From an optimization exercise on the open Yosys and OpenROAD flow, aimed at a short achievable clock period and few clock cycles; shortcuts taken in it are not production practice.
In this exercise RTL edits were held to simulation tests only and were not proved equivalent to the original.
No activity file was given, so power comes from the tool's default toggle rates.

Setup of job 101:
## cpu
module cpu
(
    input logic         clk,
    input logic         rst,
    output logic [31:0] imem_addr,
    output logic [3:0]  imem_rmask,
    input logic [31:0]  imem_rdata,
    input logic         imem_resp,
    output logic [31:0] dmem_addr,
    output logic [3:0]  dmem_rmask,
    output logic [3:0]  dmem_wmask,
    input logic [31:0]  dmem_rdata,
    output logic [31:0] dmem_wdata,
    input logic         dmem_resp
);
  localparam logic [31:0] RESET_PC = 32'haaaa_a000;
  logic        global_stall;
  logic        redir;
  logic [31:0] redir_tgt;
  logic [31:0] fpc;
  logic        can_issue, ibusy, ikill;
  logic [31:0] opc, opnpc;
  logic        optk;
  logic [31:0] q_inst [4];
  logic [31:0] q_pc   [4];
  logic [31:0] q_pnpc [4];
  logic        q_ptk  [4];
  logic [1:0]  q_rptr, q_wptr;
  logic [2:0]  q_cnt;
  logic        dv, d_redone;
  logic [31:0] d_inst, d_pc, d_pnpc;
  logic        d_ptk;
  logic        ras_v;
  logic [31:0] ras;
  localparam int NB = 16;
  localparam int BI = 4;
  logic        btb_v   [NB];
  logic [7:0]  btb_tag [NB];
  logic [29:0] btb_tgt [NB];
  logic [1:0]  btb_ctr [NB];
  logic [31:0] rf [32];
  logic [31:0] rf_v;       
  logic        e_valid;
  logic [31:0] e_pc, e_a, e_b, e_sd, e_pre, e_tgt, e_pc4, e_pnpc;
  ...
export LEC_CHECK = 0
export ABC_CLOCK_PERIOD_IN_PS = 3000
export CAP_MARGIN = 20
export CORE_MARGIN = 2
export CORE_UTILIZATION = 40
export SLEW_MARGIN = 20
create_clock -name core_clock -period 13.0 [get_ports {clk}]
standard.sh (not shown) runs the stock make flow with config.mk's settings and CLKGATE_MAP_FILE= SYNTH_SCRIPT=/design/flow/synth_recipe.tcl, a recipe that flattens the netlist after the stock synthesis.
==> flow/flow/run.sh <==
#!/bin/bash
# The standard layout (standard synthesis, floorplan, placement, CTS, routing), with
#  - the timing repair steps asked to leave extra setup slack, so that the layout runs faster
#    than the clock period requires;
#  - port buffers of a plain buffer cell (buf_4) rather than the delay cell buffer_ports picks.
# The SDC (clock period, I/O delays, loads) is the design's, unchanged.
set -euo pipefail
export SETUP_SLACK_MARGIN=${REPAIR_MARGIN:-9.5}
export TNS_END_PERCENT=100
export BUFFER_PORTS_ARGS="-buffer_cell sky130_fd_sc_hd__buf_4"
bash standard.sh > standard_flow.log 2>&1
Testbench counts of job 101, summed over its fixed seeds: cycles 63,724.
What job 103 does differently from job 101 at the input level:
-- flow/design.v --
<<< job 101, line 33
  logic        ras_v;
  logic [31:0] ras;
  localparam int NB = 16;
  localparam int BI = 4;
  logic        btb_v   [NB];
  logic [7:0]  btb_tag [NB];
  logic [29:0] btb_tgt [NB];
  logic [1:0]  btb_ctr [NB];
  logic [31:0] rf [32];
>>> job 103, line 33
  logic        ras_v;
  logic [31:0] ras;
  localparam int NB = 32;
  localparam int BI = 5;
  logic        btb_v   [NB];
  logic [7:0]  btb_tag [NB];
  logic [13:0] btb_tgt [NB];    
  logic [1:0]  btb_ctr [NB];
  logic [31:0] rf [32];
<<< job 101, line 79
  assign bptk = bhit & btb_ctr[bidx][1];
  assign fpc4 = fpc + 32'd4;
  assign pnpc = bptk ? {btb_tgt[bidx], 2'b00} : fpc4;
  logic [6:0] op;
  logic [2:0] f3;
>>> job 103, line 79
  assign bptk = bhit & btb_ctr[bidx][1];
  assign fpc4 = fpc + 32'd4;
  assign pnpc = bptk ? {fpc[31:16], btb_tgt[bidx], 2'b00} : fpc4;
  logic [6:0] op;
  logic [2:0] f3;
<<< job 101, line 390
        btb_v[uidx]   <= 1'b1;
        btb_tag[uidx] <= utag;
        btb_tgt[uidx] <= m_tgt[31:2];
        btb_ctr[uidx] <= 2'b11;
      end else if (uhit) begin
        if (m_taken) begin
          btb_tgt[uidx] <= m_tgt[31:2];
          if (btb_ctr[uidx] != 2'b11) btb_ctr[uidx] <= btb_ctr[uidx] + 2'b01;
        end else begin
>>> job 103, line 390
        btb_v[uidx]   <= 1'b1;
        btb_tag[uidx] <= utag;
        btb_tgt[uidx] <= m_tgt[15:2];
        btb_ctr[uidx] <= 2'b11;
      end else if (uhit) begin
        if (m_taken) begin
          btb_tgt[uidx] <= m_tgt[15:2];
          if (btb_ctr[uidx] != 2'b11) btb_ctr[uidx] <= btb_ctr[uidx] + 2'b01;
        end else begin
<<< job 101, line 402
        btb_v[uidx]   <= 1'b1;
        btb_tag[uidx] <= utag;
        btb_tgt[uidx] <= m_tgt[31:2];
        btb_ctr[uidx] <= 2'b10;
      end
>>> job 103, line 402
        btb_v[uidx]   <= 1'b1;
        btb_tag[uidx] <= utag;
        btb_tgt[uidx] <= m_tgt[15:2];
        btb_ctr[uidx] <= 2'b10;
      end
### Flow results
Job 103 closes out successfully: all stages finished, all timing, DRC and antenna checks passed.
Re cell count after placement: job 103 is 645 up on job 101.
Summary of job 103 over job 101: overall via count from detail_route +6078, instance count on the critical path now sits lower, worst setup slack after layout went down by 0.17 ns, share of the synthesized area in compound gates (AO/OA/AOI/OAI) dropped 0.23 points, count of cell types in the netlist has increased.
Diff job 101 -> job 103: part of the total power dissipated in the clock network lost 0.4 points, mean number of vias per cell picked up an extra 1.1%, total detailed-routing wirelength picked up an extra about 6.6%, synthesized netlist net count picked up an extra 4.9%, core utilization picked up an extra 0.58 points.
Job 103 against job 101; footprint of the multi-input gates is up by a little under 10%.
NOTE placer congestion estimate job 101->job 103 increased slightly
Job 101 has a lower number of clock sinks seen by CTS than job 103.
Testbench counts of job 103, summed over its fixed seeds: cycles 63,028.

---

cpu, a different RTL version from the one above (not shown whole).
Size in the first run: roughly 11000 cells after synthesis, about 3500 flip-flops, ~0.17 sq mm of cells after synthesis.
Design cpu, start of the top module:
module cpu
(
    input logic         clk,
    input logic         rst,
    output logic [31:0] imem_addr,
    output logic [3:0]  imem_rmask,
    input logic [31:0]  imem_rdata,
    input logic         imem_resp,
    output logic [31:0] dmem_addr,
    output logic [3:0]  dmem_rmask,
    output logic [3:0]  dmem_wmask,
    input logic [31:0]  dmem_rdata,
    output logic [31:0] dmem_wdata,
    input logic         dmem_resp
);
export LEC_CHECK = 0
export ABC_CLOCK_PERIOD_IN_PS = 3000
export CAP_MARGIN = 20
export CORE_MARGIN = 2
export CORE_UTILIZATION = 40
export SLEW_MARGIN = 20
create_clock -name core_clock -period 13.0 [get_ports {clk}]
Scripts as last shown in full above: flow/flow/run.sh
Testbench counts at the start, summed over its fixed seeds: cycles 61,982.
Next try:
--- a/flow/design.v
+++ b/flow/design.v
@@ -83,14 +83,16 @@
   logic        m_valid, m_redone, m_upd;
   logic [31:0] m_res, m_addr, m_pnpc, m_pc, m_tgt, m_wdata;
   logic [3:0]  m_rmask, m_wmask;
   logic        m_load, m_wr, m_jalr, m_isbr, m_mis_nb, m_ret, m_uncond, m_tok, m_ptk;
   logic        m_eq, m_lt, m_ltu;
   logic [2:0]  m_bf3;
   logic        m_taken;
+  logic        m_uhit;      
+  logic [1:0]  m_uctr;      
   logic [31:0] m_pc4;
   logic [2:0]  m_f3;
   logic [4:0]  m_rd;
   logic        w_valid, w_load, w_wr;
   logic [31:0] w_res;
   logic [2:0]  w_f3;
   logic [1:0]  w_off;
@@ -376,14 +378,18 @@
   assign ltu = ~dif_co;
   assign lt  = (fa[31] ^ fb[31]) ? fa[31] : ltu;
   assign eq  = fa == fb;
   assign res = ({32{e_add}} & sum) | ({32{e_sub}} & dif) | ({32{e_sll}} & shl) |
                ({32{e_srl | e_sra}} & shr) | ({32{e_xor}} & (fa ^ fb)) |
                ({32{e_or}} & (fa | fb)) | ({32{e_and}} & (fa & fb)) |
                {31'b0, (e_slt & lt) | (e_sltu & ltu)} | ({32{e_pres}} & e_pre);
+  logic [BI-1:0] eidx;
+  logic          e_uhit;
+  assign eidx   = e_pc[BI+1:2];
+  assign e_uhit = btb_v[eidx] & (btb_tag[eidx] == e_pc[BI+9:BI+2]);
   logic e_tok;
   assign e_tok = e_ptk & (e_pnpc == e_tgt);
   logic [3:0] rmask_e, wmask_e;
   logic [31:0] wdata_e;
   always_comb begin
     case (e_f3[1:0])
       2'b00:   rmask_e = 4'b0001 << sum[1:0];
@@ -423,14 +429,16 @@
   always_ff @(posedge clk) begin
     if (!global_stall) begin
       m_res   <= res;
       m_pnpc  <= e_pnpc;
       m_pc    <= e_pc;
       m_tgt   <= e_jalr ? {sum[31:1], 1'b0} : e_tgt;
       m_uncond <= e_jal | e_jalr;
+      m_uhit  <= e_uhit;
+      m_uctr  <= btb_ctr[eidx];
       m_eq    <= eq;
       m_lt    <= lt;
       m_ltu   <= ltu;
       m_bf3   <= e_f3;
       m_tok   <= e_tok;
       m_ptk   <= e_ptk;
       m_isbr  <= e_br;
@@ -473,43 +481,36 @@
   end
   assign m_taken = m_uncond | (m_isbr & m_brt);
   assign m_mis   = m_mis_nb | (m_isbr & (m_brt ? ~m_tok : m_ptk));
   assign redir     = m_valid & ~m_redone & (m_mis | (m_jalr & (m_tgt[31:1] != m_pnpc[31:1])));
   assign redir_tgt = m_taken ? m_tgt : m_pc4;
   logic [BI-1:0] uidx;
   logic [7:0]    utag;
-  logic          uhit;
+  logic [1:0]    uctr_n;
+  logic          uwrite;
   assign uidx = m_pc[BI+1:2];
   assign utag = m_pc[BI+9:BI+2];
-  assign uhit = btb_v[uidx] & (btb_tag[uidx] == utag);
+  always_comb begin
+    if (!m_isbr)      uctr_n = 2'b11;
+    else if (!m_uhit) uctr_n = 2'b10;
+    else if (m_taken) uctr_n = (m_uctr == 2'b11) ? 2'b11 : m_uctr + 2'b01;
+    else              uctr_n = (m_uctr == 2'b00) ? 2'b00 : m_uctr - 2'b01;
+  end
+  assign uwrite = m_upd & ~m_ret & (~m_isbr | m_uhit | m_taken);
   always_ff @(posedge clk) begin
     if (rst) begin
       for (int i = 0; i < NB; i++) begin
         btb_v[i]   <= 1'b0;
         btb_ctr[i] <= 2'b0;
       end
-    end else if (m_upd & ~m_ret) begin
-      if (!m_isbr) begin
-        btb_v[uidx]   <= 1'b1;
-        btb_tag[uidx] <= utag;
-        btb_tgt[uidx] <= m_tgt[15:2];
-        btb_ctr[uidx] <= 2'b11;
-      end else if (uhit) begin
-        if (m_taken) begin
-          btb_tgt[uidx] <= m_tgt[15:2];
-          if (btb_ctr[uidx] != 2'b11) btb_ctr[uidx] <= btb_ctr[uidx] + 2'b01;
-        end else begin
-          if (btb_ctr[uidx] != 2'b00) btb_ctr[uidx] <= btb_ctr[uidx] - 2'b01;
-        end
-      end else if (m_taken) begin
-        btb_v[uidx]   <= 1'b1;
-        btb_tag[uidx] <= utag;
-        btb_tgt[uidx] <= m_tgt[15:2];
-        btb_ctr[uidx] <= 2'b10;
-      end
+    end else if (uwrite) begin
+      btb_v[uidx]   <= 1'b1;
+      btb_tag[uidx] <= utag;
+      btb_ctr[uidx] <= uctr_n;
+      if (m_taken) btb_tgt[uidx] <= m_tgt[15:2];
     end
   end
   always_ff @(posedge clk) begin
     if (rst) begin
       w_valid <= 1'b0;
     end else if (!global_stall) begin
       w_valid <= m_valid;
=>
- The new run completed without violations
- flip-flop and latch count goes up by 3
- worst setup slack got worse by 14 ps
- final area is lower slightly
- wire length came out lower by a few percent
- non-clock buffer count goes down by 134
- total power shrinks by a few percent
Testbench counts after the change, summed over its fixed seeds: cycles 61,982.

---

== main ==
Another version of the RTL of cpu (not shown whole).
For scale: ~9800 cells after synthesis, roughly 3500 flip-flops, ~160000 sq um of cells after synthesis.
export LEC_CHECK = 0
export ABC_CLOCK_PERIOD_IN_PS = 3000
export CAP_MARGIN = 20
export CORE_MARGIN = 2
export CORE_UTILIZATION = 50
export SLEW_MARGIN = 20
create_clock -name core_clock -period 13.0 [get_ports {clk}]
Scripts as last shown in full above: flow/flow/run.sh
Testbench counts of main, summed over its fixed seeds: cycles 62,198.
--- input diff main..the feature branch ---
-- flow/design.v --
<<< main, line 75
  logic        e_valid;
  logic [31:0] e_pc, e_a, e_b, e_sd, e_pre, e_tgt, e_pc4, e_pnpc;
  logic        e_fa_m, e_fa_x, e_fb_m, e_fb_x, e_fs_m, e_fs_x;
  logic        e_fa_r, e_fb_r, e_fs_r;
  logic        e_add, e_sub, e_sll, e_srl, e_sra, e_slt, e_sltu, e_xor, e_or, e_and, e_pres;
>>> the feature branch, line 75
  logic        e_valid;
  logic [31:0] e_pc, e_a, e_b, e_sd, e_pre, e_tgt, e_pc4, e_pnpc;
  logic        e_fa_m, e_fa_w, e_fa_x, e_fb_m, e_fb_w, e_fb_x, e_fs_m, e_fs_w, e_fs_x;
  logic        e_fa_r, e_fb_r, e_fs_r;
  logic        e_add, e_sub, e_sll, e_srl, e_sra, e_slt, e_sltu, e_xor, e_or, e_and, e_pres;
<<< main, line 241
  assign s2w = use2 & ~s2m & m_valid & m_wr & (m_rd == rs2);
  assign s2x = use2 & ~s2m & ~s2w & w_valid & w_wr & (w_rd == rs2);
  logic [31:0] op1, op2;
  assign op1 = s1w ? m_res : (s1x & ~w_load) ? w_res : rv1;
  assign op2 = s2w ? m_res : (s2x & ~w_load) ? w_res : rv2;
  assign d_stall = (e_valid & e_load & e_wr & ((use1 & (e_rd == rs1)) | (use2 & (e_rd == rs2)))) |
                   (m_valid & m_load & m_wr & ((use1 & (m_rd == rs1)) | (use2 & (m_rd == rs2))));
>>> the feature branch, line 241
  assign s2w = use2 & ~s2m & m_valid & m_wr & (m_rd == rs2);
  assign s2x = use2 & ~s2m & ~s2w & w_valid & w_wr & (w_rd == rs2);
  assign d_stall = (e_valid & e_load & e_wr & ((use1 & (e_rd == rs1)) | (use2 & (e_rd == rs2)))) |
                   (m_valid & m_load & m_wr & ((use1 & (m_rd == rs1)) | (use2 & (m_rd == rs2))));
<<< main, line 267
    if (!global_stall) begin
      e_pc   <= d_pc;
      e_a    <= op1;
      e_b    <= alu_rr ? op2 : d_imm;
      e_sd   <= op2;
      e_pre  <= d_pre;
      e_tgt  <= d_tgt;
      e_pc4  <= d_pc4;
      e_pnpc <= dpred ? dtgt : d_pnpc;
      e_fa_m <= s1m; e_fa_x <= s1x & w_load;
      e_fb_m <= s2m & alu_rr; e_fb_x <= s2x & w_load & alu_rr;
      e_fs_m <= s2m; e_fs_x <= s2x & w_load;
      e_fa_r <= ~(s1m | (s1x & w_load));
      e_fb_r <= ~((s2m | (s2x & w_load)) & alu_rr);
      e_fs_r <= ~(s2m | (s2x & w_load));
      e_add  <= ((is_opimm | is_op) & (f3 == 3'd0) & ~(is_op & d_inst[30])) | is_load | is_store;
      e_sub  <= is_op & (f3 == 3'd0) & d_inst[30];
>>> the feature branch, line 264
    if (!global_stall) begin
      e_pc   <= d_pc;
      e_a    <= rv1;
      e_b    <= alu_rr ? rv2 : d_imm;
      e_sd   <= rv2;
      e_pre  <= d_pre;
      e_tgt  <= d_tgt;
      e_pc4  <= d_pc4;
      e_pnpc <= dpred ? dtgt : d_pnpc;
      e_fa_m <= s1m; e_fa_w <= s1w; e_fa_x <= s1x;
      e_fb_m <= s2m & alu_rr; e_fb_w <= s2w & alu_rr; e_fb_x <= s2x & alu_rr;
      e_fs_m <= s2m; e_fs_w <= s2w; e_fs_x <= s2x;
      e_fa_r <= ~(s1m | s1w | s1x);
      e_fb_r <= ~((s2m | s2w | s2x) & alu_rr);
      e_fs_r <= ~(s2m | s2w | s2x);
      e_add  <= ((is_opimm | is_op) & (f3 == 3'd0) & ~(is_op & d_inst[30])) | is_load | is_store;
      e_sub  <= is_op & (f3 == 3'd0) & d_inst[30];
<<< main, line 304
  end
  logic [31:0] fa, fb, fs;
  assign fa = ({32{e_fa_m}} & m_res) | ({32{e_fa_x}} & x_res) | ({32{e_fa_r}} & e_a);
  assign fb = ({32{e_fb_m}} & m_res) | ({32{e_fb_x}} & x_res) | ({32{e_fb_r}} & e_b);
  assign fs = ({32{e_fs_m}} & m_res) | ({32{e_fs_x}} & x_res) | ({32{e_fs_r}} & e_sd);
  logic [31:0] sum, dif, shl, shr, res;
  logic        lt, ltu, eq;
>>> the feature branch, line 301
  end
  logic [31:0] fa, fb, fs;
  assign fa = ({32{e_fa_m}} & m_res) | ({32{e_fa_w}} & w_res) | ({32{e_fa_x}} & x_res) |
              ({32{e_fa_r}} & e_a);
  assign fb = ({32{e_fb_m}} & m_res) | ({32{e_fb_w}} & w_res) | ({32{e_fb_x}} & x_res) |
              ({32{e_fb_r}} & e_b);
  assign fs = ({32{e_fs_m}} & m_res) | ({32{e_fs_w}} & w_res) | ({32{e_fs_x}} & x_res) |
              ({32{e_fs_r}} & e_sd);
  logic [31:0] sum, dif, shl, shr, res;
  logic        lt, ltu, eq;
==> comparison <==
- In the metrics for main and the feature branch, the one carrying the higher worst setup slack is the feature branch.
- Diff main -> the feature branch | largest net degree at the start of global routing | decrease of about 40%
- main has a higher detailed placement HPWL than the feature branch.
- The feature branch vs main — final-layout worst hold slack rose 0.011 ns.
- Number of ordinary and repair buffers in the finished layout (the feature branch / main): 0.874
- Count of clock-net buffers in the final layout was higher in main than in the feature branch.
- In the metrics for main and the feature branch, the one carrying the higher clock period minus worst slack is main.
Testbench counts of the feature branch, summed over its fixed seeds: cycles 62,198.

-- afterwards: timing with drivers on the ports --
In the flow no input, the clock included, has a driving cell. The finished layouts below were timed again as built, in two steps. Step 1 sets driving cells, clkbuf_16 on the clock port and buf_2 on the other inputs (assumed; they add their load-dependent delay and slew). Step 2 adds t to the input delays and takes it off the output delays; t is the mean of the earliest and latest rising clock arrival at the registers after step 1. Input paths then give back, and output paths get back, about the clock's delay inside the block. a / b / c = ideal ports / drivers / drivers and shift; a / b = the first two.
| run | t, ns | setup slack, ns | worst setup path at the end | slew at the worst register clock pin (ns) | worst slew at a driven data input, ns |
|---|---|---|---|---|---|
| job 101 | 1.008 | 8.743 / 8.743 / 8.104 | input to register | 0.08 / 0.08 | 0.17 |
| job 103 | 1.025 | 8.574 / 8.574 / 7.924 | input to register | 0.07 / 0.07 | 0.26 |
| the first run of note 2 | 1.131 | 8.736 / 8.657 / 7.585 | input to register | 0.08 / 0.08 | 0.18 |
| the second run of note 2 | 1.094 | 8.721 / 8.657 / 7.637 | input to register | 0.08 / 0.08 | 0.21 |
| main | 1.073 | 8.517 / 8.517 / 8.078 | input to register | 0.07 / 0.07 | 0.39 |
| the feature branch | 1.067 | 8.755 / 8.653 / 8.171 | input to register | 0.07 / 0.07 | 0.20 |
After both steps every run listed still meets setup and hold. For the first run of note 2, which loses most, drivers alone change the setup slack by -0.079 ns; drivers and shift together by -1.151 ns.
